This is an optimization exercise on Yosys and OpenROAD, whose aim is a short achievable clock period and few clock cycles, not a production implementation.
RTL that was checked went through simulation tests only; none was proved equivalent to the original.
Only the layout flow was run in runs 1 and 2; the RTL was not checked for function there.
Power and IR drop assume default switching activity.

==> flow/run.sh <==
#!/bin/bash
# Standard layout, but the port buffers start as plain buffers (buf_4)
# instead of the delay buffers buffer_ports picks by default; the resizer
# then sizes them like any other buffer.
set -euo pipefail
export BUFFER_PORTS_ARGS="-buffer_cell sky130_fd_sc_hd__buf_4"
bash standard.sh finish > flow_make.log 2>&1
==> standard.sh <==
#!/bin/bash
# synth_recipe.tcl (not shown) runs the flow's synth.tcl, then flattens the netlist and writes it again
# the make line also repeats each setting of config.mk as NAME=value (left out here)
make -C /OpenROAD-flow-scripts/flow DESIGN_CONFIG=/design/flow/config.mk WORK_HOME=/design/flow/orfs CLKGATE_MAP_FILE= SYNTH_SCRIPT=/design/flow/synth_recipe.tcl "${@:-finish}"
==> config.mk <==
export PLATFORM = sky130hd
export DESIGN_NAME = Top
export DESIGN_NICKNAME = Top
export VERILOG_FILES = /design/flow/design.v
export SDC_FILE = /design/flow/constraint.sdc
export NUM_CORES = 4
export LEC_CHECK = 0
export ABC_CLOCK_PERIOD_IN_PS = 3000
export CAP_MARGIN = 20
export CORE_MARGIN = 2
export CORE_UTILIZATION = 60
export SETUP_SLACK_MARGIN = 4.0
export SLEW_MARGIN = 20
export TNS_END_PERCENT = 10
==> constraint.sdc <==
create_clock -name core_clock -period 7.0 [get_ports {clk}]
set_input_delay 1.4000 -clock core_clock [delete_from_list [all_inputs] [get_ports {clk}]]
set_output_delay 1.4000 -clock core_clock [all_outputs]
set_load 0.01 [all_outputs]
==> design.v <==
`timescale 1ns / 1ps
module Mux_32(
    input SEL,
    input [31:0] in1,
    input [31:0] in2,
    output [31:0] out
    );
    assign out = (SEL)? in2 : in1;
endmodule
`timescale 1ns / 1ps
module Mux_5(
    input SEL,
    input [4:0] in1,
    input [4:0] in2,
    output [4:0] out
    );
    assign out = (SEL)? in2 : in1;
endmodule
`timescale 1ns / 1ps
module Signext(
    input [15:0] inst,
    output [31:0] data
    );
    assign data = (inst[15]) ? (inst | 32'hffff0000) : (inst | 32'h00000000);
endmodule
`timescale 1ns / 1ps
module Ctr(
    input [5:0] opCode,
    output reg regDst,
    output reg aluSrc,
    output reg memToReg,
    output reg regWrite,
    output reg memRead,
    output reg memWrite,
    output reg branch,
    output reg [1:0] aluOp,
    output reg jump
    );
    always @(*)
    begin
        case(opCode)
        6'b000000:  
        begin
            regDst = 1;
            aluSrc = 0;
            memToReg = 0;
            regWrite = 1;
            memRead = 0;
            memWrite = 0;
            branch = 0;
            aluOp = 2'b10;
            jump = 0;
        end
        6'b100011:  
        begin
            regDst = 0;
            aluSrc = 1;
            memToReg = 1;
            regWrite = 1;
            memRead = 1;
            memWrite = 0;
            branch = 0;
            aluOp = 2'b00;
            jump = 0;
        end
        6'b101011:  
        begin
            regDst = 0;
            aluSrc = 1;
            memToReg = 0;
            regWrite = 0;
            memRead = 0;
            memWrite = 1;
            branch = 0;
            aluOp = 2'b00;
            jump = 0;
        end
        6'b000100:  
        begin
            regDst = 0;
            aluSrc = 0;
            memToReg = 0;
            regWrite = 0;
            memRead = 0;
            memWrite = 0;
            branch = 1;
            aluOp = 2'b01;
            jump = 0;
        end
        6'b000010:  
        begin
            regDst = 0;
            aluSrc = 0;
            memToReg = 0;
            regWrite = 0;
            memRead = 0;
            memWrite = 0;
            branch = 0;
            aluOp = 2'b00;
            jump = 1;
        end
        default:
        begin
            regDst = 0;
            aluSrc = 0;
            memToReg = 0;
            regWrite = 0;
            memRead = 0;
            memWrite = 0;
            branch = 0;
            aluOp = 2'b00;
            jump = 0;
        end
        endcase
    end
endmodule
`timescale 1ns / 1ps
module ALUCtr(
    output reg [3:0] aluCtrOut,
    input [5:0] funct,
    input [1:0] aluOp
    );
    always @(*)
    begin
        casex({aluOp, funct})
        8'b00xxxxxx: aluCtrOut = 4'b0010;
        8'b1xxx0000: aluCtrOut = 4'b0010;
        8'b1xxx0010: aluCtrOut = 4'b0110;
        8'b1xxx0100: aluCtrOut = 4'b0000;
        8'b1xxx0101: aluCtrOut = 4'b0001;
        8'b1xxx1010: aluCtrOut = 4'b0111;
        8'bx1xxxxxx: aluCtrOut = 4'b0110;
        default: aluCtrOut = 4'b0000;
        endcase
    end
endmodule
`timescale 1ns / 1ps
module Alu(
    input [31:0] in1,
    input [31:0] in2,
    input [3:0] aluCtr,
    output reg zero,
    output reg [31:0] aluRes
    );
    always @(*)
    begin
        zero = 0;
        case (aluCtr)
        4'b0010:  
        begin
            aluRes = in1 + in2;
            if (aluRes == 0)
                zero = 1;
        end
        4'b0110:  
        begin
            aluRes = in1 - in2;
            if (aluRes == 0)
                zero = 1;
        end
        4'b0000:  
        begin
            aluRes = in1 & in2;
            if (aluRes == 0)
                zero = 1;
        end
        4'b0001:  
        begin
            aluRes = in1 | in2;
            if (aluRes == 0)
                zero = 1;
        end
        4'b1100:  
        begin
            aluRes = ~(in1 | in2);
            if (aluRes == 0)
                zero = 1;
        end
        4'b0111:  
        begin
            if (in1 < in2)
            begin
                aluRes = 1;
                zero = 0;
            end
            else 
            begin
                aluRes = 0;
                zero = 1;
            end
        end
        default: aluRes = 0;
        endcase
    end
endmodule
`timescale 1ns / 1ps
module Registers(
    input CLK,
    input [25:21] readReg1,
    input [20:16] readReg2,
    input [4:0] writeReg,
    input [31:0] writeData,
    input regWrite,
    input Reset,
    output reg [31:0] readData1,
    output reg [31:0] readData2
    );
    reg [31:0] regFile[0:31];
    always @ (*)
    begin
        if (readReg1)
            readData1 = (regWrite && writeReg == readReg1) ? writeData : regFile[readReg1];
        else 
            readData1 = 0;
        if (readReg2)
            readData2 = (regWrite && writeReg == readReg2) ? writeData : regFile[readReg2];
        else 
            readData2 = 0;
    end
    integer cnt;
    always @ (posedge CLK)
    begin
        if (Reset)                       
        begin
            for (cnt = 0; cnt < 32; cnt = cnt + 1)
                regFile[cnt] <= 0;
        end
        else if (regWrite)
            regFile[writeReg] <= writeData;
    end
endmodule
`timescale 1ns / 1ps
module Top(
    input clk,
    input reset,
    output [31:0] imem_addr,
    input [31:0] imem_rdata,
    output [31:0] dmem_addr,
    output [31:0] dmem_wdata,
    output dmem_we,
    input [31:0] dmem_rdata
    );
    reg [31:2] pcF, pcO;
    reg         bhS [0:31];
    reg [1:0]   bht [0:31];
    reg         huV, huT;        
    reg [4:0]   huI;
    reg        vD;
    reg [4:0]  rsD, rtD, dstD;
    reg [4:0]  keyD;
    reg [31:0] immD, rfA, rfB;
    reg        useRsD, useRtD, isImmD, rwD, ldD, stD, eLdD;
    reg        subD, andD, orD, sltD;
    reg        bqD, beqD, predD;
    reg        fXa, fXb, lXa, lXb, fMa, fMb;
    reg [31:2] altD;
    reg        vX, rwX, ldX, stX, eX, beqX, predX, bqX, sdLdX;
    reg        subX, andX, orX, sltX;
    reg [4:0]  dstX;
    reg [4:0]  idxX;
    reg [31:0] aX, bX, sdX;      
    reg [31:2] altX;
    reg        rwM, ldM, stM;
    reg [4:0]  dstM;
    reg [31:0] resM, wdM, addrR;
    reg [31:0] rf [1:31];
    wire [31:0] p0 = aX ^ bX;
    wire [31:0] g0 = aX & bX;
    wire [31:0] gl [0:5];
    wire [31:0] pl [0:5];
    assign gl[0] = {g0[31:1], g0[0] | (p0[0] & subX)};
    assign pl[0] = p0;
    genvar k, j;
    generate
        for (k = 0; k < 5; k = k + 1) begin : ks
            for (j = 0; j < 32; j = j + 1) begin : bt
                if (j >= (1 << k)) begin : m
                    assign gl[k+1][j] = gl[k][j] | (pl[k][j] & gl[k][j-(1<<k)]);
                    assign pl[k+1][j] = pl[k][j] & pl[k][j-(1<<k)];
                end else begin : c
                    assign gl[k+1][j] = gl[k][j];
                    assign pl[k+1][j] = pl[k][j];
                end
            end
        end
    endgenerate
    wire [31:0] cin = {gl[5][30:0], subX};
    wire cout = gl[5][31];
    wire [31:0] sum = p0 ^ cin;
    wire sltBit = ~cout;         
    wire useSum = !eX & !andX & !orX & !sltX;
    wire [31:0] xLog = eX ? dmem_rdata : andX ? (aX & bX) :
                       orX ? (aX | bX) : 32'd0;
    wire [31:0] xRes = useSum ? sum : sltX ? {31'd0, sltBit} : xLog;
    wire eqX = (aX == bX);
    wire misX = vX & beqX & (eqX != predX);
    wire [31:0] wbM = ldM ? dmem_rdata : resM;
    assign dmem_addr = addrR;
    assign dmem_wdata = wdM;
    assign dmem_we = stM;
    assign imem_addr = {pcO, 2'b00};
    wire fwdXrs = fXa, fwdXrt = fXb;
    wire ldXrs = lXa, ldXrt = lXb;
    wire fwdMrs = fMa, fwdMrt = fMb;
    wire [31:0] aOld = fwdMrs ? wbM : rfA;
    wire [31:0] tOld = fwdMrt ? wbM : rfB;
    wire [31:0] aEarly = fwdXrs ? xLog : aOld;
    wire [31:0] rtEarly = fwdXrt ? xLog : tOld;
    wire [31:0] bEarly = isImmD ? immD : rtEarly;
    wire aSum = fwdXrs & useSum, aSlt = fwdXrs & sltX;
    wire bSum = !isImmD & fwdXrt & useSum, bSlt = !isImmD & fwdXrt & sltX;
    wire tSum = fwdXrt & useSum, tSlt = fwdXrt & sltX;
    wire [31:0] sumB = (p0 ^ {32{subD}}) ^ cin;
    wire [31:0] aNext = aSum ? sum : aSlt ? {31'd0, sltBit} : aEarly;
    wire [31:0] bNext = bSum ? sumB :
                        bSlt ? {{31{subD}}, sltBit ^ subD} :
                        (bEarly ^ {32{subD}});
    wire [31:0] tNext = tSum ? sum : tSlt ? {31'd0, sltBit} : rtEarly;
    wire eLd = eLdD & !lXa & !fMa & (!fXa | andX) & !(vX & (ldX | stX));
    wire [31:0] eAddrF = rfA + immD;
    wire [31:0] eAddrX = (aX & bX) + immD;
    wire stallD = vD & ((useRsD & ldXrs) | (useRtD & ldXrt));
    wire goX = vD & !stallD & !misX;
    wire [4:0] idxF = pcF[6:2];
    wire [31:2] pcF1 = pcF + 30'd1;
    wire [31:0] fi = imem_rdata;
    wire [5:0] opF = fi[31:26];
    wire [4:0] rsF = fi[25:21], rtF = fi[20:16], rdF = fi[15:11];
    wire fR  = opF == 6'b000000;
    wire fLW = opF == 6'b100011;
    wire fSW = opF == 6'b101011;
    wire fBQ = opF == 6'b000100;
    wire [4:0] fDst = fR ? rdF : rtF;
    wire [31:0] fImm = {{16{fi[15]}}, fi[15:0]};
    wire [31:2] fTgt = pcF + fImm[29:0] + 30'd1;
    wire fSame = rsF == rtF;
    wire fBq = fBQ & (fi[15:0] != 16'd0);
    wire fPred = fBq & (fSame | (bhS[idxF] ? bht[idxF][1] : fi[15]));
    wire [3:0] fFn = fi[3:0];
    wire [31:0] fA = (rsF == 0) ? 32'd0 :
                     (rwM & (dstM == rsF)) ? wbM : rf[rsF];
    wire [31:0] fB = (rtF == 0) ? 32'd0 :
                     (rwM & (dstM == rtF)) ? wbM : rf[rtF];
    integer i;
    always @(posedge clk) begin
        aX <= aNext;
        bX <= bNext;
        sdX <= tNext;
        dstX <= dstD;
        altX <= altD;
        idxX <= keyD;
        dstM <= dstX;
        resM <= xRes;
        wdM <= sdLdX ? dmem_rdata : sdX;
        addrR <= !eLd ? sum : fXa ? eAddrX : eAddrF;
        if (rwM) rf[dstM] <= wbM;
        huI <= idxX;
        huT <= eqX;
        if (reset) begin
            pcF <= 0; pcO <= 0;
            vD <= 0;
            vX <= 0; rwX <= 0; ldX <= 0; stX <= 0; eX <= 0; beqX <= 0;
            predX <= 0; bqX <= 0; sdLdX <= 0;
            subX <= 0; andX <= 0; orX <= 0; sltX <= 0;
            rwM <= 0; ldM <= 0; stM <= 0;
            huV <= 0;
            for (i = 1; i < 32; i = i + 1) rf[i] <= 0;
            for (i = 0; i < 32; i = i + 1) bhS[i] <= 0;
        end else begin
            huV <= vX & bqX;
            if (huV) begin
                bhS[huI] <= 1;
                if (!bhS[huI]) bht[huI] <= huT ? 2'b10 : 2'b01;
                else if (huT & bht[huI] != 2'b11) bht[huI] <= bht[huI] + 2'd1;
                else if (!huT & bht[huI] != 2'b00) bht[huI] <= bht[huI] - 2'd1;
            end
            rwM <= vX & rwX;
            ldM <= vX & ldX;
            stM <= vX & stX;
            vX <= goX;
            rwX <= rwD; ldX <= ldD & !eLd; stX <= stD;
            eX <= goX & eLd;
            subX <= subD; andX <= andD; orX <= orD; sltX <= sltD;
            beqX <= beqD; predX <= predD; bqX <= bqD;
            sdLdX <= ldXrt;
            if (misX) begin
                pcF <= altX; pcO <= altX;
                vD <= 0;
                fXa <= 0; fXb <= 0; lXa <= 0; lXb <= 0; fMa <= 0; fMb <= 0;
            end else if (stallD) begin
                rfA <= aOld;
                rfB <= tOld;
                fXa <= 0; fXb <= 0; lXa <= 0; lXb <= 0;
                fMa <= vX & rwX & (dstX == rsD);
                fMb <= vX & rwX & (dstX == rtD);
            end else begin
                fXa <= vD & rwD & !(ldD & !eLd) & (dstD == rsF);
                fXb <= vD & rwD & !(ldD & !eLd) & (dstD == rtF);
                lXa <= vD & rwD & ldD & !eLd & (dstD == rsF);
                lXb <= vD & rwD & ldD & !eLd & (dstD == rtF);
                fMa <= vX & rwX & (dstX == rsF);
                fMb <= vX & rwX & (dstX == rtF);
                vD <= 1;
                rsD <= rsF; rtD <= rtF; dstD <= fDst;
                immD <= fImm;
                rfA <= fA; rfB <= fB;
                useRsD <= fR | fLW | fSW | fBQ;
                useRtD <= fR | fBQ;
                isImmD <= fLW | fSW;
                rwD <= (fR | fLW) & (fDst != 0);
                ldD <= fLW; stD <= fSW;
                eLdD <= fLW;
                subD <= fR & ((fFn == 4'b0010) | (fFn == 4'b1010));
                orD  <= fR & (fFn == 4'b0101);
                sltD <= fR & (fFn == 4'b1010);
                andD <= fR & !(fFn == 4'b0000 | fFn == 4'b0010 |
                               fFn == 4'b0101 | fFn == 4'b1010);
                bqD <= fBq;
                beqD <= fBq & !fSame;
                predD <= fPred;
                altD <= fPred ? pcF1 : fTgt;
                keyD <= idxF;
                pcF <= fPred ? fTgt : pcF1;
                pcO <= fPred ? fTgt : pcF1;
            end
        end
    end
endmodule
==> results.json, run 1 <==
{
  "hold_start": "idxX[1]",
  "slew_headroom_pct": 10.4,
  "crit_path_max_fanout": 46,
  "netlist_area_sq_um": 78800,
  "clk_path_buf_depth": 3,
  "area_delta_synth_final_pct": 17.4,
  "worstMarginPinSlew_ps": 1330,
  "critPathCaptureType": "register",
  "io_pins": 163,
  "timing.rr.end": "rf[24][2]",
  "leakage_nw": 32.1,
  "synth_top_family_by_area": "multiplexers",
  "num_vias": 67082,
  "cts_root_buffer": "clkbuf_16",
  "cts_tree": "yes",
  "drive_above_1_share_pct": 24.5,
  "gp_congestion": 0.956,
  "core_area_sq_um": 130000,
  "placed_cell_area_sq_um": 81300,
  "ys_seq_area_share_pct": 42.9,
  "drc_errors": 0,
  "maxSlewViolCount": 0,
  "crit_end": "rf[24][2]",
  "finish.utilization_pct": 71.2,
  "placed_cells": 8937,
  "fillers": 9593,
  "wl_per_cell_um": 31.2,
  "rsz0062_at_grt": "true",
  "grt_pass1_wl_um": 411000,
  "fin_crit_sh_pct": 48.5,
  "reg2regPathDepth": 5,
  "final_cells": 9530,
  "grt-ovfl-total": 0,
  "finalSetupViolCount": 0,
  "finalSetupTns_ps": 0,
  "via_per_inst": 7.04,
  "synth-simple-area-share_pct": 10.0,
  "period_minus_slack_ps": 3400,
  "io_buffers": 160,
  "hold_class": "reg2reg",
  "ys_async_sr_fraction_pct": 0,
  "synth_compound_gate_area_share_pct": 18.1,
  "synth_area_per_cell_sq_um": 10.3,
  "ys_ff_latch": 1565,
  "final_area_sq_um": 92500,
  "layout_common_cells": "dfxtp_1, nor2_1, a211oi_1, mux4_2, buf_4",
  "hold_violations": 0,
  "final_nets": 7843,
  "drtIter0Drc": 9484,
  "fin_skew_ps": 28.2,
  "cp-startpoint": "rwM",
  "initial_utilization_pct": 60.6,
  "synth_cell_types": 91,
  "clk_pin_slew_ps": 60,
  "drv_cap": 0,
  "ir_drop_v": 0.000251,
  "cts.sink_count": 1565,
  "cts_htree_levels": 4,
  "dr.pass1.iters": 6,
  "p_per_area_nw_per_um2": 271,
  "ant_nets": 0,
  "synthMuxAreaShare_pct": 20.3,
  "status": "no timing/DRC/antenna violations",
  "hpwlAfterDp_um": 161000,
  "grt_max_degree": 175,
  "rows": 132,
  "r2r_start": "rwM",
  "die_area_sq_um": 134000,
  "worst_ep_arrival_time_ps": 4100,
  "numCtsBuffers": 166,
  "synth_xor_area_share_pct": 1.93,
  "fp.dieW_um": 366,
  "ys.flop_type": "dfxtp_1",
  "netlist_instances": 7659,
  "grt.total_usage_pct": 40.7,
  "path_class": "reg2reg",
  "totalWireLength_um": 297000,
  "synthAdderAreaFrac_pct": 2.12,
  "max_freq_mhz": 294,
  "rrSetupSlack_ps": 3600,
  "grt_pass1_vias": 61628,
  "synth_edf_count": 245,
  "clkLatencyLatePin_ps": 820,
  "die-height_um": 366,
  "required_ps": 7710,
  "start_kind": "register",
  "yosysWarnings": 1,
  "antenna_found_initial": 15,
  "ctsHoldBuffers": 0,
  "final_common_cell": "dfxtp_1"
}
## cell families after synthesis
| family | count (synthesis) |
|---|---|
| compound gates | 2062 |
| other cells | 1 |
| simple gates | 1889 |
| fa+ha+maj | 131 |
| flops | 1565 |
| mux | 921 |
| buf+inv | 916 |
| xor+xnor | 174 |
## registers in the layout (all words and copies together), names as in the netlist, 16 cells and up, named ones only
| signal | cells |
|---|---|
| altX | 30 |
| bhS | 32 |
| pcO | 30 |
| aX | 32 |
| rfB | 32 |
| altD | 30 |
| resM | 32 |
| immD | 16 |
| sdX | 32 |
| rf | 1024 |
| rfA | 32 |
| bX | 32 |
| wdM | 32 |
| addrR | 32 |
| bht | 64 |
## synthesized netlist by cell type (35+ instances only)
cell | number | share of area, %
a211oi_1 | 1059 | 10
a21o_1 | 53 | 0.50
a21oi_1 | 296 | 1.9
a221oi_1 | 50 | 0.56
buf_1 | 41 | 0.20
buf_2 | 89 | 0.57
clkbuf_1 | 628 | 3.0
dfxtp_1 | 1320 | 34
edfxtp_1 | 245 | 9.3
ha_1 | 127 | 2.0
inv_1 | 137 | 0.65
mux2_2 | 146 | 2.1
mux2i_1 | 245 | 3.1
mux4_2 | 530 | 15
nand2_1 | 230 | 1.1
nand2b_1 | 44 | 0.35
nand3_1 | 64 | 0.41
nor2_1 | 1334 | 6.4
nor3_1 | 36 | 0.23
o211ai_1 | 35 | 0.33
o21ai_0 | 205 | 1.3
o221ai_1 | 39 | 0.43
o22ai_1 | 155 | 1.2
xnor2_1 | 84 | 0.93
xor2_1 | 90 | 1.0
## per-stage QoR
step	worst slack, ps	hold slack, ps	power, mW
2_1_floorplan	3200	310	13.2
3_5_place_dp	1970	313	15.2
5_1_grt	3600	331	25.7
6_report	3600	322	25.0
3_3_place_gp	2070	312	15.1
4_1_cts	3450	325	24.1
## worst max-delay path: stages, from the launching register on
cell and delay [ps]:
dfxtp_1 840, or3b_2 790, nor2_4 690, buf_6 580, nor2_1 100, a211oi_1 280
## timing repair
item                       in CTS  in global routing
gates resized for setup       163                376
setup buffers                  50                162
cloned                         22                 46
pin swaps                      41                112
setup endpoints to repair     906               1244
## where the power goes
part           switching (mW)  leakage [nW]  internal, mW
clock network            3.85          2.62          4.95
logic                    4.07          16.2          2.23
registers               0.277          13.3          9.65
## layout make-up
class / count / area (sq um) / area share (%)
Multi-Input combinational cell: 5196 / 44100 / 47.7
Sequential cell: 1565 / 33800 / 36.5
Timing Repair Buffer: 578 / 6480 / 7.00
Clock buffer: 244 / 4880 / 5.27
Tap cell: 1742 / 2180 / 2.36
Inverter: 139 / 571 / 0.617
Clock inverter: 60 / 479 / 0.518
Antenna cell: 6 / 15.0 / 0.0162
## routing by layer
layer	track usage (%)	up-vias	routed length, um
li1	-	28813	-
met2	61.6	4605	131000
met1	55.5	32681	112000
met4	18.4	22	15000
met5	0	-	165
met3	9.95	961	38500
## how the worst min path moves through the flow
stage          endpoint  slack (ps)  cells after the start
5_1_grt          huI[0]         330                      0
3_3_place_gp     huI[1]         310                      0
3_5_place_dp     huI[0]         310                      0
2_1_floorplan    huI[0]         310                      0
4_1_cts          huI[1]         320                      0
6_report         huI[1]         320                      0
==> run 2: changes to the inputs <==
--- a/config.mk
+++ b/config.mk
@@ -8,7 +8,7 @@
 export ABC_CLOCK_PERIOD_IN_PS = 3000
 export CAP_MARGIN = 20
 export CORE_MARGIN = 2
-export CORE_UTILIZATION = 60
+export CORE_UTILIZATION = 65
 export SETUP_SLACK_MARGIN = 4.0
 export SLEW_MARGIN = 20
 export TNS_END_PERCENT = 10
==> run 2 against run 1 <==
Compared with the run above: non-clock buffer count increased by 26; global-route usage increased by 2.6 points; register-to-register slack got worse by 30 ps; sequential cell count unchanged; design area increased by 0.28%; routed wire length increased by 0.25%; utilization increased by 6.1 points; largest power group unchanged; highest routed layer unchanged.
==> results.json, run 2 <==
{
  "status": "no timing/DRC/antenna violations",
  "finalSetupTns_ps": 0,
  "fin_crit_sh_pct": 48.9,
  "totalWireLength_um": 298000,
  "clk_path_buf_depth": 3,
  "netlist_instances": 7659,
  "finalSetupViolCount": 0,
  "final_nets": 7865,
  "io_pins": 163,
  "multiInputGateArea_sq_um": 44300,
  "wl_per_cell_um": 31.6,
  "path_class": "reg2reg",
  "cts_tree": "yes",
  "reg_top3": "rf (1024), bht (64)",
  "drv_cap": 0,
  "numCtsBuffers": 163,
  "use_met3_pct": 12.3,
  "initial_utilization_pct": 65.6,
  "crit_path_max_fanout": 44,
  "area_delta_synth_final_pct": 17.8,
  "regMostFlops": "rf",
  "synth_area_per_cell_sq_um": 10.3,
  "use_met1_pct": 58.5,
  "setup_ws_ps": 3570,
  "drtIter0Drc": 10776,
  "grt-ovfl-total": 0,
  "ys.flop_type": "dfxtp_1",
  "cts_root_buffer": "clkbuf_16",
  "synth_top_family_by_area": "multiplexers",
  "synth.area.top_cells": "dfxtp_1, mux4_2, a211oi_1",
  "critPathCaptureType": "register",
  "core_area_sq_um": 120000,
  "synth.top_cell.area_share_pct": 33.5,
  "synth_edf_count": 245,
  "synth_top_cell_by_area": "dfxtp_1",
  "synthAdderAreaFrac_pct": 2.12,
  "dr.pass1.iters": 10,
  "ys_seq_area_share_pct": 42.9,
  "hold_class": "reg2reg",
  "ir_drop_v": 0.000292,
  "yosysWarnings": 1,
  "synthTopCellsByCount": "nor2_1, dfxtp_1, a211oi_1",
  "leakage_nw": 32.3,
  "final_common_cell": "dfxtp_1",
  "antenna_found_initial": 15,
  "clk_pin_slew_ps": 60,
  "fin_skew_ps": 26.6,
  "grt_pass1_vias": 62253,
  "fillers": 8035,
  "rsz0062_at_grt": "true",
  "final_area_sq_um": 92800,
  "grt.total_usage_pct": 43.3,
  "io_buffers": 160,
  "largest_reg_flops": 1024,
  "synth-simple-area-share_pct": 10.0,
  "num_vias": 68691,
  "grt_max_degree": 225,
  "synth_xor_area_share_pct": 1.93,
  "hpwlAfterDp_um": 161000,
  "synth.most_common_cell": "nor2_1",
  "ant_nets": 0,
  "cts_htree_levels": 4,
  "netlist_area_sq_um": 78800,
  "hold_violations": 0,
  "ys_async_sr_fraction_pct": 0,
  "placed_cell_area_sq_um": 81100,
  "worstMarginPinSlew_ps": 1240,
  "fp.dieW_um": 352,
  "start_kind": "register",
  "pre_cts_ws_ps": 2110,
  "worst_ep_arrival_time_ps": 4100,
  "layout_common_cells": "dfxtp_1, nor2_1, a211oi_1, mux4_2, buf_4",
  "gp_congestion": 0.955,
  "synth_compound_gate_area_share_pct": 18.1,
  "ys_ff_latch": 1565,
  "clkLatencyLatePin_ps": 820,
  "ctsHoldBuffers": 0,
  "maxSlewViolCount": 0,
  "drc_errors": 0,
  "rows": 127,
  "grt.busiest_layer": "met2",
  "regArea_sq_um": 33800,
  "rrSetupSlack_ps": 3570,
  "synthMuxAreaShare_pct": 20.3,
  "required_ps": 7680,
  "die_area_sq_um": 124000,
  "grt_pass1_wl_um": 406000,
  "slew_headroom_pct": 16.6,
  "max_freq_mhz": 292,
  "met2_usage_pct": 64.2,
  "die-height_um": 352,
  "cts.sink_count": 1565,
  "p_per_area_nw_per_um2": 270,
  "via_per_inst": 7.29,
  "period_minus_slack_ps": 3430,
  "synth_cell_types": 91,
  "drive_above_1_share_pct": 24.9
}
==> run 2: cell count changes in the layout (fill, tap and decap cells not counted), sizes merged, moves of 2 or more <==
| cell | previous run | this run |
|---|---|---|
| mux2i | 246 | 248 |
| buf | 534 | 553 |
| nor2 | 1342 | 1339 |
| clkinvlp | 11 | 3 |
| clkbuf | 281 | 296 |
| clkinv | 41 | 37 |
| diode | 6 | 11 |
| bufbuf | 7 | 4 |
| inv | 144 | 147 |
==> run 2: routing by layer <==
layer,share of wire [%],wire length (um)
met1,36,106000
met2,43,127000
met3,15,44600
met4,6.6,19500
met5,0.11,334
==> run 2: through the flow <==
stage          std cells  utilization, %  total power, mW  hold slack (ps)
5_1_grt             9415            77.2             25.6              327
3_5_place_dp        8794            67.5             15.1              315
3_3_place_gp        8789            67.4             15.0              314
6_report            9426            77.2             25.1              321
2_1_floorplan       7660               -             13.2              310
4_1_cts             9154            72.9             23.8              325
==> run 2: area by class of cell <==
type	instances	share of cell area, %
inverters	139	0.612
clock buffers	249	5.24
repair buffers	604	7.34
clock inverters	51	0.461
diodes	11	0.0297
flip-flops and latches	1565	36.4
repair inverters	1	0.0121
multi-input cells	5194	47.7
well taps	1612	2.17
==> run 2: critical path: stages, from the launching register on <==
cell and delay, ps:
dfxtp_1 730, or3b_2 740, nor2_4 710, buf_6 610, nor2_1 150, a211oi_1 320
==> run 2: path summary, 6_finish.rpt <==
kind / cells past startpoint / to / startpoint
setup reg to reg: 5 / rf[28][23] / rwM
hold / removal: 0 / huI[4] / idxX[4]
setup / recovery: 5 / rf[28][23] / rwM
hold reg to reg: 0 / huI[4] / idxX[4]
==> run 2: report_power, final <==
part,total [mW],internal [mW],switching (mW)
Clock,8.73,4.94,3.79
Sequential,9.95,9.65,0.297
Combinational,6.38,2.26,4.12
Total,25.1,16.9,8.20
==> run 2: cells by family (layout without fill, tap and decap cells) <==
family	Yosys count	count (layout)
compound gates	2062	2062
simple gates	1889	1901
flops	1565	1565
mux	921	924
buf+inv	916	1044
xor+xnor	174	174
fa+ha+maj	131	131
other cells	1	13
==> run 2: timing repair <==
action,CTS,global route
setup endpoints to repair,921,1151
pin swaps,20,121
gates resized for setup,120,438
cloned,20,56
buffers inserted,40,200
==> run 3: changes to the inputs <==
--- a/design.v
+++ b/design.v
@@ -316,9 +316,7 @@
                         bSlt ? {{31{subD}}, sltBit ^ subD} :
                         (bEarly ^ {32{subD}});
     wire [31:0] tNext = tSum ? sum : tSlt ? {31'd0, sltBit} : rtEarly;
-    wire eLd = eLdD & !lXa & !fMa & (!fXa | andX) & !(vX & (ldX | stX));
-    wire [31:0] eAddrF = rfA + immD;
-    wire [31:0] eAddrX = (aX & bX) + immD;
+    wire eLd = eLdD & !(vX & (ldX | stX));
     wire stallD = vD & ((useRsD & ldXrs) | (useRtD & ldXrt));
     wire goX = vD & !stallD & !misX;
     wire [4:0] idxF = pcF[6:2];
@@ -352,7 +350,7 @@
         dstM <= dstX;
         resM <= xRes;
         wdM <= sdLdX ? dmem_rdata : sdX;
-        addrR <= !eLd ? sum : fXa ? eAddrX : eAddrF;
+        addrR <= (goX & eLd) ? immD : sum;
         if (rwM) rf[dstM] <= wbM;
         huI <= idxX;
         huT <= eqX;
@@ -409,7 +407,7 @@
                 isImmD <= fLW | fSW;
                 rwD <= (fR | fLW) & (fDst != 0);
                 ldD <= fLW; stD <= fSW;
-                eLdD <= fLW;
+                eLdD <= fLW & (rsF == 0);
                 subD <= fR & ((fFn == 4'b0010) | (fFn == 4'b1010));
                 orD  <= fR & (fFn == 4'b0101);
                 sltD <= fR & (fFn == 4'b1010);
--- a/config.mk
+++ b/config.mk
@@ -8,7 +8,7 @@
 export ABC_CLOCK_PERIOD_IN_PS = 3000
 export CAP_MARGIN = 20
 export CORE_MARGIN = 2
-export CORE_UTILIZATION = 65
+export CORE_UTILIZATION = 60
 export SETUP_SLACK_MARGIN = 4.0
 export SLEW_MARGIN = 20
 export TNS_END_PERCENT = 10
==> run 3 against run 2 <==
Compared with the run above: still clean; die area is 6.0% higher; routed wire length down 0.80%; clock skew grew 13 ps; critical path depth grew 1; synthesized cell count down 2.2%; combinational power shrank 11%; first-iteration DRC count shrank 9.2%; non-clock buffer count decreased by 64; worst setup slack better by 120 ps; clock power grew 3.7%; synthesized area decreased by 2.1%; cell count down 1.8%; critical path type unchanged; largest power group unchanged; highest routed layer unchanged.
==> results.json, run 3 <==
{
  "p_sw_share_pct": 31.9,
  "final_cells": 9254,
  "ys.flop_type": "dfxtp_1",
  "numCtsBuffers": 167,
  "drtIter0Drc": 9781,
  "hold_class": "reg2reg",
  "wl_per_cell_um": 31.9,
  "ys_async_sr_fraction_pct": 0,
  "p_int_mw": 16.8,
  "io_pins": 163,
  "p_total_mw": 24.7,
  "leakage_nw": 31.1,
  "grt.total_usage_pct": 41.0,
  "grt_max_degree": 203,
  "cts_root_buffer": "clkbuf_16",
  "area_delta_synth_final_pct": 16.8,
  "yosysWarnings": 1,
  "cts_htree_levels": 4,
  "finalSetupTns_ps": 0,
  "fin_skew_ps": 39.6,
  "required_ps": 7660,
  "maxSlewViolCount": 0,
  "ir_drop_v": 0.000242,
  "crit_path_top_delay_cell": "or4_1",
  "netlist_instances": 7488,
  "crit_family": "simple AND/OR/NAND/NOR gates",
  "power_frac_comb_pct": 23.1,
  "crit_path_max_fanout": 62,
  "initial_utilization_pct": 60.5,
  "cts.sink_count": 1566,
  "path_class": "reg2reg",
  "finalSetupViolCount": 0,
  "drc_errors": 0,
  "clk_pin_slew_ps": 60,
  "layout_common_cells": "dfxtp_1, nor2_1, a211oi_1, mux4_2, buf_4",
  "rows": 131,
  "netlist_area_sq_um": 77200,
  "core_area_sq_um": 128000,
  "num_vias": 65714,
  "ant_nets": 0,
  "synth_area_per_cell_sq_um": 10.3,
  "slew_headroom_pct": 15.0,
  "rsz0062_at_grt": "true",
  "synth_edf_count": 246,
  "synth_cell_types": 78,
  "finish.utilization_pct": 70.7,
  "synth.area.top_cells": "dfxtp_1, mux4_2, a211oi_1",
  "synth_top_cell_by_area": "dfxtp_1",
  "grt-ovfl-total": 0,
  "p_seq_share_pct": 40.2,
  "fp.dieW_um": 363,
  "cts_tree": "yes",
  "drv_cap": 0,
  "gp_congestion": 0.953,
  "io_buffers": 160,
  "period_minus_slack_ps": 3310,
  "drive_above_1_share_pct": 23.3,
  "worst_ep_arrival_time_ps": 3970,
  "synthTopCellsByCount": "nor2_1, dfxtp_1, a211oi_1",
  "grt_pass1_vias": 60196,
  "status": "no timing/DRC/antenna violations",
  "cp_num_buf_inv": 1,
  "fin_crit_sh_pct": 47.2,
  "clk_path_buf_depth": 3,
  "p_per_area_nw_per_um2": 274,
  "crit_chain": "buf_4 > or4_1 > nor2_1 > or4b_2 > o21ai_0 > xnor2_1",
  "pre_cts_ws_ps": 2210,
  "antenna_found_initial": 17,
  "via_per_inst": 7.10,
  "die_area_sq_um": 132000,
  "grt_pass1_wl_um": 400000,
  "final_common_cell": "dfxtp_1",
  "placed_cell_area_sq_um": 79800,
  "cpPeakStageDelay_ps": 1020,
  "dr.pass1.iters": 13,
  "switchingPower_mw": 7.86,
  "placed_cells": 8703,
  "hpwlAfterDp_um": 156000,
  "start_kind": "register",
  "clkLatencyLatePin_ps": 840,
  "synth.top_cell.area_share_pct": 34.2,
  "reg_top3": "rf (1024), bht (64)",
  "critPathCaptureType": "register",
  "whs_ps": 335,
  "totalWireLength_um": 295000,
  "worstMarginPinSlew_ps": 1270,
  "ys_seq_area_share_pct": 43.8,
  "final_nets": 7609,
  "max_freq_mhz": 302,
  "synth.most_common_cell": "nor2_1",
  "die-height_um": 363,
  "ys_ff_latch": 1566,
  "hold_violations": 0,
  "pwr-share-clk_pct": 36.7,
  "final_area_sq_um": 90200,
  "setup_ws_ps": 3690,
  "regMostFlops": "rf",
  "largest_reg_flops": 1024
}
==> run 3: changes by cell type after synthesis, moves of 17 or more <==
cell	change
mux2_2	-17
buf_2	-39
a21oi_1	-24
buf_1	+39
ha_1	-31
xor2_1	-19
==> run 3: power by group through the flow <==
stage | combinational (mW) | sequential, mW | clock [mW]
final | 5.70 | 9.92 | 9.05
after global routing | 5.93 | 9.96 | 9.42
after CTS | 5.06 | 9.92 | 9.06
after detailed placement | 4.81 | 10.1 | 0
after global placement | 4.79 | 10.1 | 0
after floorplan | 2.92 | 10.1 | 0
==> run 3: final cells by class <==
class	instances	area [sq um]
Fill cell	9471	37300
Clock buffer	254	4960
Timing Repair Buffer	540	6160
Tap cell	1662	2080
Multi-Input combinational cell	5029	42000
Antenna cell	4	10.0
Inverter	140	549
Clock inverter	59	592
Sequential cell	1566	33800
==> run 3: cells by family (layout without fill, tap and decap cells) <==
group	Yosys count	count (layout)	share of synthesized area, %
compound gates	2012	2012	18.1
flops	1566	1566	43.8
other cells	1	6	0.00486
fa+ha+maj	99	99	1.63
simple gates	1861	1877	10.0
buf+inv	911	993	4.53
xor+xnor	139	139	1.58
mux	899	900	20.4
==> run 3: worst register-to-register path, cell delays in order, from the launching register on <==
cell     delay, ps
dfxtp_2        380
buf_4          600
or4_1         1080
nor2_1         100
or4b_2         630
o21ai_0        270
xnor2_1        100
==> run 3: final timing paths <==
path | start | endpoint | slack, ps | cells past startpoint
setup / recovery | eX | bX[0] | 3690 | 6
hold / removal | altD[25] | altX[25] | 340 | 0
setup reg to reg | eX | bX[0] | 3690 | 6
hold reg to reg | altD[25] | altX[25] | 340 | 0
==> run 3: timing repair <==
item	in CTS	in global routing
gates resized for setup	132	285
hold buffers	0	0
cloned	13	49
buffers inserted	49	117
pin swaps	44	91
setup endpoints to repair	1248	1302
==> run 3: per-layer routing <==
layer / vias up / routed length, um / global-route usage, %
met5: - / 188 / 0
met2: 4694 / 127000 / 61.9
met1: 31789 / 109000 / 55.3
met3: 1087 / 40200 / 9.94
met4: 22 / 18900 / 20.3
li1: 28122 / - / -
Testbench counts of run 3, summed over its fixed seeds: cycles 63,485.
==> run 4: changes to the inputs <==
--- a/design.v
+++ b/design.v
@@ -316,7 +316,8 @@
                         bSlt ? {{31{subD}}, sltBit ^ subD} :
                         (bEarly ^ {32{subD}});
     wire [31:0] tNext = tSum ? sum : tSlt ? {31'd0, sltBit} : rtEarly;
-    wire eLd = eLdD & !(vX & (ldX | stX));
+    wire eLd = eLdD & !fXa & !lXa & !fMa & !(vX & (ldX | stX));
+    wire [31:0] eAddr = rfA + immD;
     wire stallD = vD & ((useRsD & ldXrs) | (useRtD & ldXrt));
     wire goX = vD & !stallD & !misX;
     wire [4:0] idxF = pcF[6:2];
@@ -350,7 +351,7 @@
         dstM <= dstX;
         resM <= xRes;
         wdM <= sdLdX ? dmem_rdata : sdX;
-        addrR <= (goX & eLd) ? immD : sum;
+        addrR <= eLd ? eAddr : sum;
         if (rwM) rf[dstM] <= wbM;
         huI <= idxX;
         huT <= eqX;
@@ -407,7 +408,7 @@
                 isImmD <= fLW | fSW;
                 rwD <= (fR | fLW) & (fDst != 0);
                 ldD <= fLW; stD <= fSW;
-                eLdD <= fLW & (rsF == 0);
+                eLdD <= fLW;
                 subD <= fR & ((fFn == 4'b0010) | (fFn == 4'b1010));
                 orD  <= fR & (fFn == 4'b0101);
                 sltD <= fR & (fFn == 4'b1010);
==> run 4 against run 3 <==
Compared with the run above: cell count increased by 2.0%; die area is 1.6% higher; synthesized area increased by 1.6%; count of clock-buffer cells in the layout shrank 26; critical endpoint is now aX[24]; clock skew up 2.3 ps; utilization is essentially flat; register-to-register slack lost 50 ps; global-route usage down 0.34 points; worst setup slack got worse by 50 ps; worst hold slack got worse by 7.5 ps; non-clock buffer count rose by 27; still clean; sequential share of layout area down 0.67 points.
==> results.json, run 4 <==
{
  "status": "no timing/DRC/antenna violations",
  "fin_crit_sh_pct": 47.9,
  "hpwlAfterDp_um": 162000,
  "hold_class": "reg2reg",
  "finalSetupViolCount": 0,
  "ctsHoldBuffers": 0,
  "placed_cells": 8866,
  "totalWireLength_um": 296000,
  "synth_edf_count": 245,
  "final_cells": 9440,
  "ant_nets": 0,
  "p_sw_share_pct": 32.5,
  "fin_skew_ps": 42.0,
  "final_common_cell": "dfxtp_1",
  "cts_htree_levels": 4,
  "synth-simple-area-share_pct": 9.90,
  "drc_errors": 0,
  "netlist_instances": 7565,
  "maxSlewViolCount": 0,
  "synthTopCellsByCount": "dfxtp_1, nor2_1, a211oi_1",
  "worst_ep_arrival_time_ps": 4050,
  "area_delta_synth_final_pct": 17.0,
  "synthMuxAreaShare_pct": 20.4,
  "ir_drop_v": 0.000262,
  "wl_per_cell_um": 31.4,
  "start_kind": "register",
  "crit_path_max_fanout": 4,
  "finalSetupTns_ps": 0,
  "synth.top_cell.area_share_pct": 33.7,
  "cts_root_buffer": "clkbuf_16",
  "via_per_inst": 7.08,
  "grt.total_usage_pct": 40.6,
  "whs_endpoint": "huI[0]",
  "cts.sink_count": 1565,
  "layout_common_cells": "dfxtp_1, nor2_1, a211oi_1, mux4_2, buf_4",
  "netlist_area_sq_um": 78400,
  "drive_above_1_share_pct": 23.7,
  "drtIter0Drc": 9960,
  "synth_area_per_cell_sq_um": 10.4,
  "io_buffers": 160,
  "numCtsBuffers": 167,
  "synthAdderAreaFrac_pct": 2.13,
  "synth_top_cell_by_area": "dfxtp_1",
  "p_per_area_nw_per_um2": 280,
  "ys.flop_type": "dfxtp_1",
  "ys_seq_area_share_pct": 43.1,
  "clkLatencyLatePin_ps": 840,
  "rows": 132,
  "critPathCaptureType": "register",
  "synth_compound_gate_area_share_pct": 18.2,
  "hold_violations": 0,
  "rrSetupSlack_ps": 3640,
  "yosysWarnings": 1,
  "synth.most_common_cell": "dfxtp_1",
  "hold_start": "idxX[0]",
  "finish.utilization_pct": 70.7,
  "synth_cell_types": 85,
  "power_frac_comb_pct": 24.6,
  "leakage_nw": 31.9,
  "grt_pass1_wl_um": 404000,
  "grt_pass1_vias": 61185,
  "clk_path_buf_depth": 3,
  "ys_async_sr_fraction_pct": 0,
  "largest_reg_flops": 1024,
  "core_area_sq_um": 130000,
  "required_ps": 7690,
  "whs_ps": 328,
  "io_pins": 163,
  "clk_pin_slew_ps": 60,
  "final_nets": 7748,
  "final_area_sq_um": 91700,
  "grt_max_degree": 221,
  "grt-ovfl-total": 0,
  "slew_headroom_pct": 10.3,
  "num_vias": 66869,
  "rsz0062_at_grt": "true",
  "pwr-share-clk_pct": 36.7,
  "synth.area.top_cells": "dfxtp_1, mux4_2, a211oi_1",
  "placed_cell_area_sq_um": 81100,
  "ys_ff_latch": 1565,
  "path_class": "reg2reg",
  "regMostFlops": "rf",
  "reg2regPathDepth": 15,
  "whs_path_depth": 0,
  "synth_xor_area_share_pct": 1.89,
  "dr.pass1.iters": 7,
  "die-height_um": 365,
  "p_seq_share_pct": 38.8,
  "period_minus_slack_ps": 3360,
  "reg_top3": "rf (1024), bht (64)",
  "fp.dieW_um": 365,
  "switchingPower_mw": 8.33,
  "antenna_found_initial": 23,
  "drv_cap": 0,
  "die_area_sq_um": 134000,
  "timing.rr.end": "aX[24]",
  "max_freq_mhz": 298,
  "worstMarginPinSlew_ps": 1340,
  "gp_congestion": 0.951,
  "synth_top_family_by_area": "multiplexers",
  "cts_tree": "yes",
  "r2r_start": "aX[0]",
  "initial_utilization_pct": 60.5,
  "p_int_mw": 17.3
}
## run 4: changes by cell type after synthesis, moves of 19 or more
cell      change
nand2_1      +27
o211ai_1     +27
ha_1         +31
a21o_1       +19
nor2_1       -56
a21oi_1      -27
## run 4: worst max-delay path by stage
stage | start | to | slack (ps) | cells past startpoint
4_1_cts | imem_rdata[22] | rfA[29] | 3310 | 9
3_3_place_gp | imem_rdata[16] | rfB[23] | 2120 | 8
5_1_grt | imem_rdata[0] | altD[30] | 3600 | 14
3_5_place_dp | imem_rdata[16] | rfB[23] | 2090 | 8
2_1_floorplan | imem_rdata[0] | altD[30] | 3340 | 13
6_report | aX[0] | aX[24] | 3640 | 15
## run 4: layout make-up
cell class	count	area, sq um
Antenna cell	4	10.0
Clock buffer	228	4930
Clock inverter	84	891
Fill cell	9527	37900
Inverter	141	536
Multi-Input combinational cell	5109	43100
Sequential cell	1565	33800
Tap cell	1742	2180
Timing Repair Buffer	567	6280
## run 4: kinds of logic (layout without fill, tap and decap cells)
family,after synthesis,in the layout
XOR/XNOR,169,169
multiplexers,901,902
AO/OA/AOI/OAI,2042,2042
other,1,6
adder cells (fa/ha/maj),131,131
AND/OR/NAND/NOR,1851,1863
flip-flops,1565,1565
buffers and inverters,905,1020
## run 4: timing repair
action / in CTS / in global routing
gates resized for setup: 151 / 232
pin swaps: 47 / 53
cloned: 11 / 54
endpoints found under the setup margin: 834 / 1187
buffers inserted: 51 / 138
## run 4: worst max-delay path: stages (launching register included)
cell and delay (ps):
dfxtp_2 320, inv_2 70, fa_2 250, inv_2 50, fa_2 360, a21oi_2 220, o22a_1 210, a2111oi_2 90
buf_4 170, or3_4 380, a21oi_4 240, o21bai_1 150, xnor2_2 190, buf_4 180, o22ai_2 100, a21o_1 250
## run 4: per-layer routing
layer / up-vias / routed length (um) / track usage [%]
met3: 1008 / 41500 / 10.2
met2: 4760 / 128000 / 61.0
met5: - / 246 / 0
li1: 28537 / - / -
met4: 22 / 16600 / 19.5
met1: 32542 / 110000 / 55.2
## run 4: through the flow
stage | power (mW) | setup WS (ps)
finish | 25.7 | 3640
global route | 26.3 | 3600
detailed placement | 15.3 | 2090
global placement | 15.3 | 2120
floorplan | 13.2 | 3340
CTS | 24.8 | 3310
## run 4: power by group through the flow
stage	Clock, mW	Combinational [mW]	Sequential, mW
2_1_floorplan	0	3.13	10.1
3_3_place_gp	0	5.13	10.1
3_5_place_dp	0	5.17	10.1
4_1_cts	9.42	5.46	9.94
5_1_grt	9.79	6.49	9.98
6_report	9.41	6.30	9.95
Testbench counts of run 4, summed over its fixed seeds: cycles 62,905.
==> run 5: changes to the inputs <==
--- a/config.mk
+++ b/config.mk
@@ -8,7 +8,7 @@
 export ABC_CLOCK_PERIOD_IN_PS = 3000
 export CAP_MARGIN = 20
 export CORE_MARGIN = 2
-export CORE_UTILIZATION = 60
+export CORE_UTILIZATION = 58
 export SETUP_SLACK_MARGIN = 4.0
 export SLEW_MARGIN = 20
 export TNS_END_PERCENT = 10
==> run 5 against run 4 <==
Compared with the run above: utilization fell by 2.5 points; fmax down 5.6%; power is 2.1% lower; sequential power barely moved; largest power group unchanged; combinational power barely moved; clock skew fell by 15 ps; largest cell class unchanged; worst setup slack worse by 200 ps.
==> results.json, run 5 <==
{
  "p_int_mw": 16.8,
  "wl_per_cell_um": 31.0,
  "multiInputGateArea_sq_um": 43200,
  "grt_pass1_wl_um": 405000,
  "switchingPower_mw": 8.28,
  "layout_common_cells": "dfxtp_1, nor2_1, a211oi_1, mux4_2, buf_4",
  "netlist_area_sq_um": 78400,
  "period_minus_slack_ps": 3560,
  "slew_headroom_pct": 4.77,
  "numCtsBuffers": 166,
  "synth_area_per_cell_sq_um": 10.4,
  "cts_root_buffer": "clkbuf_16",
  "p_per_area_nw_per_um2": 275,
  "totalWireLength_um": 293000,
  "final_cells": 9450,
  "fin_crit_sh_pct": 50.8,
  "rows": 134,
  "pwr-share-clk_pct": 35.4,
  "p_seq_share_pct": 39.6,
  "crit_chain": "or3b_2 > nor2_4 > buf_4 > nor2_1 > a211oi_1",
  "cts.sink_count": 1565,
  "grt_max_degree": 223,
  "antenna_found_initial": 17,
  "use_met1_pct": 54.7,
  "ant_nets": 0,
  "ys.flop_type": "dfxtp_1",
  "netlist_instances": 7565,
  "die_area_sq_um": 138000,
  "cpPeakStageDelay_ps": 820,
  "required_ps": 7690,
  "area_delta_synth_final_pct": 16.5,
  "p_sw_share_pct": 33.0,
  "max_freq_mhz": 281,
  "use_met3_pct": 9.49,
  "hold_class": "reg2reg",
  "synth.area.top_cells": "dfxtp_1, mux4_2, a211oi_1",
  "crit_path_max_fanout": 46,
  "maxSlewViolCount": 0,
  "status": "no timing/DRC/antenna violations",
  "regArea_sq_um": 33800,
  "via_per_inst": 6.99,
  "cts_tree": "yes",
  "synth_cell_types": 85,
  "clk_pin_slew_ps": 60,
  "fp.dieW_um": 372,
  "finalSetupTns_ps": 0,
  "grt-ovfl-total": 0,
  "initial_utilization_pct": 58.6,
  "cp_num_buf_inv": 1,
  "num_vias": 66044,
  "synth.most_common_cell": "dfxtp_1",
  "path_class": "reg2reg",
  "synthTopCellsByCount": "dfxtp_1, nor2_1, a211oi_1",
  "reg_top3": "rf (1024), bht (64)",
  "dr.pass1.iters": 6,
  "grt.busiest_layer": "met2",
  "synth.top_cell.area_share_pct": 33.7,
  "ys_async_sr_fraction_pct": 0,
  "worstMarginPinSlew_ps": 1430,
  "ys_ff_latch": 1565,
  "leakage_nw": 31.6,
  "hpwlAfterDp_um": 162000,
  "gp_congestion": 0.945,
  "critPathCaptureType": "register",
  "ir_drop_v": 0.000230,
  "worst_ep_arrival_time_ps": 4250,
  "largest_reg_flops": 1024,
  "fin_skew_ps": 26.5,
  "clkLatencyLatePin_ps": 810,
  "io_pins": 163,
  "drive_above_1_share_pct": 23.3,
  "start_kind": "register",
  "synth_top_cell_by_area": "dfxtp_1",
  "die-height_um": 372,
  "grt_pass1_vias": 60666,
  "core_area_sq_um": 134000,
  "crit_family": "simple AND/OR/NAND/NOR gates",
  "crit_path_top_delay_cell": "or3b_2",
  "drv_cap": 0,
  "power_frac_comb_pct": 25.0,
  "met2_usage_pct": 58.9,
  "drtIter0Drc": 9157,
  "ctsHoldBuffers": 0,
  "io_buffers": 160,
  "drc_errors": 0,
  "placed_cells": 8902,
  "p_total_mw": 25.1,
  "fillers": 10282,
  "clk_path_buf_depth": 3,
  "final_common_cell": "dfxtp_1",
  "ys_seq_area_share_pct": 43.1,
  "rsz0062_at_grt": "true",
  "regMostFlops": "rf",
  "finalSetupViolCount": 0,
  "synth_edf_count": 245,
  "hold_violations": 0,
  "final_nets": 7740,
  "cts_htree_levels": 4,
  "yosysWarnings": 1,
  "grt.total_usage_pct": 39.4
}
-- run 5: routing by layer --
metal	wire (um)	share of wire (%)	vias up
met1	115000	39	32472
li1	-	-	28505
met5	253	0.086	-
met2	127000	43	4160
met3	36500	12	887
met4	14400	4.9	20
-- run 5: through the flow --
step / hold slack, ps / setup WS, ps / util [%] / area (sq um)
2_1_floorplan: 310 / 3340 / - / 78600
3_3_place_gp: 313 / 2420 / 60.6 / 81100
3_5_place_dp: 314 / 2390 / 60.7 / 81200
4_1_cts: 324 / 3520 / 65.6 / 87800
5_1_grt: 320 / 3460 / 68.3 / 91300
6_report: 316 / 3440 / 68.3 / 91300
-- run 5: power groups by stage --
stage	Clock, mW	Combinational (mW)	Sequential (mW)
floorplan	0	3.13	10.1
global placement	0	5.21	10.1
detailed placement	0	5.22	10.2
CTS	8.91	5.46	9.95
global route	9.26	6.51	9.99
finish	8.88	6.29	9.95
-- run 5: cell families after synthesis --
logic type | after synthesis | share of synthesized area (%)
compound gates | 2042 | 18.2
simple gates | 1851 | 9.90
flops | 1565 | 43.1
buf+inv | 905 | 4.45
mux | 901 | 20.4
xor+xnor | 169 | 1.89
fa+ha+maj | 131 | 2.13
other cells | 1 | 0.00478
-- run 5: timing repair --
| action | CTS | global route |
|---|---|---|
| pin swaps | 37 | 63 |
| setup buffers | 38 | 141 |
| endpoints found under the setup margin | 986 | 1015 |
| cloned | 16 | 41 |
| gates resized for setup | 119 | 295 |
-- run 5: area by class of cell --
| cell class | count | area share (%) |
|---|---|---|
| clock buffer | 254 | 5.46 |
| antenna | 3 | 0.00822 |
| multi-input combinational | 5108 | 47.3 |
| tap | 1768 | 2.42 |
| sequential | 1565 | 37.0 |
| timing repair inverter | 1 | 0.00548 |
| clock inverter | 50 | 0.473 |
| inverter | 141 | 0.608 |
| timing repair buffer | 560 | 6.73 |
-- run 5: path summary, 6_finish.rpt --
kind / to / startpoint / slack [ps] / cells after the start
setup / recovery: rf[28][19] / rwM / 3440 / 5
hold / removal: huI[4] / idxX[4] / 320 / 0
setup reg to reg: rf[28][19] / rwM / 3440 / 5
hold reg to reg: huI[4] / idxX[4] / 320 / 0

## port drivers added, routing unchanged
The flow's constraints put no driver on any port. The routed layouts listed below were extracted and timed again, unchanged, in two steps.
Step 1 (the two cells are an assumption about what drives the block):
set clk [get_ports {clk}]
set_driving_cell -lib_cell sky130_fd_sc_hd__clkbuf_16 $clk
set_driving_cell -lib_cell sky130_fd_sc_hd__buf_2 [delete_from_list [all_inputs] $clk]
Step 2 moves the port delays by t, midway between the first and last clock arrival at a register: inputs arrive t later, outputs are due t later. That takes back most of the time a late clock gives input paths.
a / b / c = ideal ports / drivers / drivers and shift; a / b = the first two.
run	t (ns)	slack for setup (ns)	latest minus earliest clock arrival (ns)	worst register clock-pin slew, ns	cell pins on the clock port's net
run 1	0.882	3.604 / 3.446 / 2.564	0.035 / 0.034	0.07 / 0.07	1
run 2	0.887	3.575 / 3.416 / 2.528	0.029 / 0.029	0.07 / 0.07	1
run 3	0.903	3.694 / 3.583 / 2.680	0.041 / 0.041	0.07 / 0.07	1
run 4	0.899	3.644 / 3.443 / 2.544	0.043 / 0.043	0.07 / 0.07	1
run 5	0.881	3.443 / 3.417 / 2.535	0.026 / 0.027	0.07 / 0.07	1
After both steps setup and hold are still met in every run listed. The setup slack of run 4, which loses most, moves by -0.201 ns with the drivers and by -1.100 ns with both steps.
